Context: an optimization exercise on an open-source flow, tuned for small area and a short achievable clock period. The choices shown serve that exercise and are no tape-out recipe.
At most, simulation tests tie the RTL to the original design; equivalence was not proved.
Power and IR drop assume default switching activity.

## softmax
module softmax (clk, out, in, lut_wr, execute, fetch, reset, mode);
For scale: roughly 1100 flip-flops, ~140 I/O pins, about 0.075 mm2 of cells after synthesis.
==> module softmax, before the edit <==
module softmax (clk, out, in, lut_wr, execute, fetch, reset, mode);
parameter bw  = 8;
parameter col = 8;
input mode;
input  [col*bw-1:0] in;
input  clk;
input  execute;
input  [1:0] lut_wr;
input  reset, fetch;
output [col*bw-1:0] out;
reg  [63:0]  in_q;
reg  [1:0]   wr_q;
reg          mode_q, exe_q;
reg  [127:0] hi_t;
reg  [127:0] lo_t;
reg  [511:0] fq;           
reg  [13:0]  sum_q;
reg          any_q, many_q;    
reg  [63:0]  out_q;
reg  [3:0]   cnt;          
reg  [2:0]   fcnt;         
reg          div_start;
reg  [111:0] rem_q;
reg  [47:0]  quo_q;
reg push_q, sen_q, sclr_q, oen_q;
reg busy_a, busy_na, busy_b, busy_nb;
reg dsel_a, dsel_na;
wire m0 = ~mode_q;
wire m1 = mode_q;
wire push_n = (m0 & exe_q & (cnt == 4'd0)) |
              (m1 & (cnt >= 4'd1) & (cnt <= 4'd8)) |
              (m1 & fetch & (fcnt == 3'd0));
wire sen_n  = (m0 & exe_q & (cnt == 4'd1)) |
              (m1 & (cnt >= 4'd2) & (cnt <= 4'd9));
wire sclr_n = (m0 & exe_q & (cnt == 4'd1)) |
              (m1 & (cnt == 4'd2));
wire busy_n = (m0 & exe_q & ((cnt == 4'd3) | (cnt == 4'd4) | (cnt == 4'd0))) |
              (m1 & fetch & (fcnt <= 3'd2));
wire oen_n  = (m0 & exe_q & div_start & (cnt == 4'd0)) |
              (m1 & fetch & (fcnt == 3'd2));
wire [63:0] e_vec;
reg  [10:0] tsum;
integer k;
always @(*) begin
   tsum = 11'd0;
   for (k = 0; k < 8; k = k + 1)
      tsum = tsum + fq[8*k +: 8];
end
wire [7:0] nzl;
genvar n;
for (n = 0; n < 8; n = n + 1) begin : nz
   assign nzl[n] = |fq[8*n +: 8];
end
reg c2;
integer m, u;
always @(*) begin
   c2 = 1'b0;
   for (m = 0; m < 8; m = m + 1)
      for (u = m + 1; u < 8; u = u + 1)
         c2 = c2 | (nzl[m] & nzl[u]);
end
wire c1 = |nzl;
wire one = any_q & ~many_q;     
wire [111:0] rem_n;
wire [47:0]  quo_n;
wire [63:0]  res;
genvar i, j, c;
for (i = 0; i < 8; i = i + 1) begin : lane
   wire [3:0] a = in_q[8*i+7 : 8*i+4];
   wire [3:0] b = in_q[8*i+3 : 8*i];
   wire [7:0] h = hi_t[8*a +: 8];
   wire [7:0] l = lo_t[8*b +: 8];
   wire [7:0] ps [0:7];     
   wire [7:0] pc [0:7];     
   assign ps[0] = h & {8{l[0]}};
   assign pc[0] = 8'd0;
   for (j = 1; j < 8; j = j + 1) begin : row
      for (c = 0; c < 8; c = c + 1) begin : col
         wire x = h[c] & l[j];
         wire y = (c < 7) ? ps[j-1][c+1] : 1'b0;
         wire z = pc[j-1][c];
         assign ps[j][c] = x ^ y ^ z;
         assign pc[j][c] = (x & y) | (z & (x ^ y));
      end
   end
   wire [7:0] fs, fc;
   for (c = 0; c < 8; c = c + 1) begin : fin
      assign fs[c] = (c < 7) ? ps[7][c+1] : 1'b0;
      assign fc[c] = pc[7][c];
   end
   assign e_vec[8*i +: 8] = fs + fc;
   wire        dsel = (i < 4) ? dsel_a : ~dsel_na;
   wire        busy = (i < 2) ? busy_a : (i < 4) ? ~busy_na :
                      (i < 6) ? busy_b : ~busy_nb;
   wire [7:0]  d  = dsel ? fq[448+8*i +: 8] : fq[8*i +: 8];
   wire [13:0] rs = busy ? rem_q[14*i +: 14] : {6'd0, d};
   wire [15:0] d1 = {1'b0, rs, 1'b0} - {2'b0, sum_q};
   wire        q1 = ~d1[15];
   wire [13:0] r1 = q1 ? d1[13:0] : {rs[12:0], 1'b0};
   wire [15:0] d2 = {1'b0, r1, 1'b0} - {2'b0, sum_q};
   wire        q2 = ~d2[15];
   wire [13:0] r2 = q2 ? d2[13:0] : {r1[12:0], 1'b0};
   wire        kill = ~busy & one;
   assign rem_n[14*i +: 14] = kill ? 14'd0 : r2;
   assign quo_n[6*i +: 6]   = {quo_q[6*i +: 4], kill ? 2'b00 : {q1, q2}};
   assign res[8*i +: 8]     = {quo_q[6*i +: 6], q1, q2};
end
assign out = out_q;
always @(posedge clk) begin
   in_q   <= in;
   wr_q   <= lut_wr;
   mode_q <= mode;
   dsel_a  <= mode;
   dsel_na <= ~mode;
   busy_b  <= busy_n;
   busy_nb <= ~busy_n;
   if (wr_q[1]) hi_t <= {hi_t[63:0], in_q};
   if (wr_q[0]) lo_t <= {lo_t[63:0], in_q};
   if (push_q) fq <= {fq[447:0], e_vec};
   if (sen_q) begin
      sum_q  <= (sclr_q ? 14'd0 : sum_q) + {3'd0, tsum};
      any_q  <= (~sclr_q & any_q) | c1;
      many_q <= (~sclr_q & (many_q | (any_q & c1))) | c2;
   end
   rem_q <= rem_n;
   quo_q <= quo_n;
   if (oen_q) out_q <= res;
end
always @(posedge clk) begin
   if (reset) begin
      exe_q     <= 1'b0;
      cnt       <= 4'd0;
      fcnt      <= 3'd0;
      div_start <= 1'b0;
      push_q    <= 1'b0;
      sen_q     <= 1'b0;
      sclr_q    <= 1'b0;
      busy_a    <= 1'b0;
      busy_na   <= 1'b1;
      oen_q     <= 1'b0;
   end
   else begin
      exe_q  <= execute;
      push_q <= push_n;
      sen_q  <= sen_n;
      sclr_q <= sclr_n;
      busy_a  <= busy_n;
      busy_na <= ~busy_n;
      oen_q  <= oen_n;
      if (m0) begin
         if (exe_q) begin
            cnt <= (cnt == 4'd4) ? 4'd0 : cnt + 4'd1;
            if (cnt == 4'd2) div_start <= 1'b1;
         end
      end
      else begin
         if (exe_q || cnt != 4'd0)
            cnt <= (cnt == 4'd12) ? 4'd0 : cnt + 4'd1;
      end
      if (!exe_q)
         div_start <= 1'b0;
      if (fetch)
         fcnt <= (fcnt == 3'd4) ? 3'd0 : fcnt + 3'd1;
      else
         fcnt <= 3'd0;
   end
end
endmodule
clock: 33.0 ns
lec_check: 0
cap_margin: 40
core_margin: 2
core_utilization: 65
cts_cluster_diameter: 100
cts_cluster_size: 24
slew_margin: 40
standard.sh (not shown) runs the stock make flow with config.mk's settings and CLKGATE_MAP_FILE= SYNTH_SCRIPT=/design/flow/synth_recipe.tcl, a recipe that flattens the netlist after the stock synthesis.
==> flow/flow/run.sh <==
#!/bin/bash
# The standard layout, with stronger port buffers than the flow's default
# choice (a delay cell), so that the output ports are driven by a plain buffer.
set -euo pipefail
export BUFFER_PORTS_ARGS="-buffer_cell sky130_fd_sc_hd__buf_4"
bash standard.sh > standard.log 2>&1
The baseline passed the timing, design-rule and antenna checks.
Then changed:
--- a/flow/design.v
+++ b/flow/design.v
@@ -262,14 +262,13 @@
    wire        q1 = ~d1[15];
    wire [13:0] r1 = q1 ? d1[13:0] : {rs[12:0], 1'b0};
    wire [15:0] d2 = {1'b0, r1, 1'b0} - {2'b0, sum_q};
    wire        q2 = ~d2[15];
    wire [13:0] r2 = q2 ? d2[13:0] : {r1[12:0], 1'b0};
-   wire        kill = ~busy & one;
-   assign rem_n[14*i +: 14] = kill ? 14'd0 : r2;
-   assign quo_n[6*i +: 6]   = {quo_q[6*i +: 4], kill ? 2'b00 : {q1, q2}};
-   assign res[8*i +: 8]     = {quo_q[6*i +: 6], q1, q2};
+   assign rem_n[14*i +: 14] = r2;
+   assign quo_n[6*i +: 6]   = {quo_q[6*i +: 4], q1, q2};
+   assign res[8*i +: 8]     = {quo_q[6*i +: 6], q1, q2} & {8{~one}};
 end
 assign out = out_q;
 always @(posedge clk) begin
    in_q   <= in;
    wr_q   <= lut_wr;
Core utilization came out lower by 0.24 points. Area after synthesis decreases by 0.52%. Routed wire length goes down by 1.2%. Maximum frequency barely changes. Power climbs by 1.4%. Setup slack gets better by 21 ps. Sequential cell count is unchanged. Hold slack got worse by 5.7 ps. Cell area fell by 0.62%. Die area shrinks by 0.51%. Non-clock buffer count decreases by 20. Sequential power hardly moves.
Function not checked in the first run of this note: the RTL went through the layout flow alone.

[static timing again, ports no longer ideal]
The results above use ideal ports. As a check the final layouts listed here were re-extracted and re-timed, cells and wires unchanged.
Step 1, drivers: a clkbuf_16 drives clk and a buf_2 each remaining input, both assumed.
Step 2, shift: input delay + t, output delay - t, t = (earliest + latest rising clock arrival at the registers) / 2. This alone moves slack from input paths to output paths.
a / b / c = ideal ports / drivers / drivers and shift; a / b = the first two.
run	shift t [ns]	setup slack, ns	latest minus earliest clock arrival (ns)	worst register clock-pin slew, ns	pins driven straight from the clock port
the first run	0.794	25.107 / 25.029 / 25.418	0.031 / 0.031	0.11 / 0.11	1
the second run	0.798	25.128 / 25.047 / 25.505	0.044 / 0.044	0.11 / 0.11	1
After both steps setup and hold are still met in every run listed.
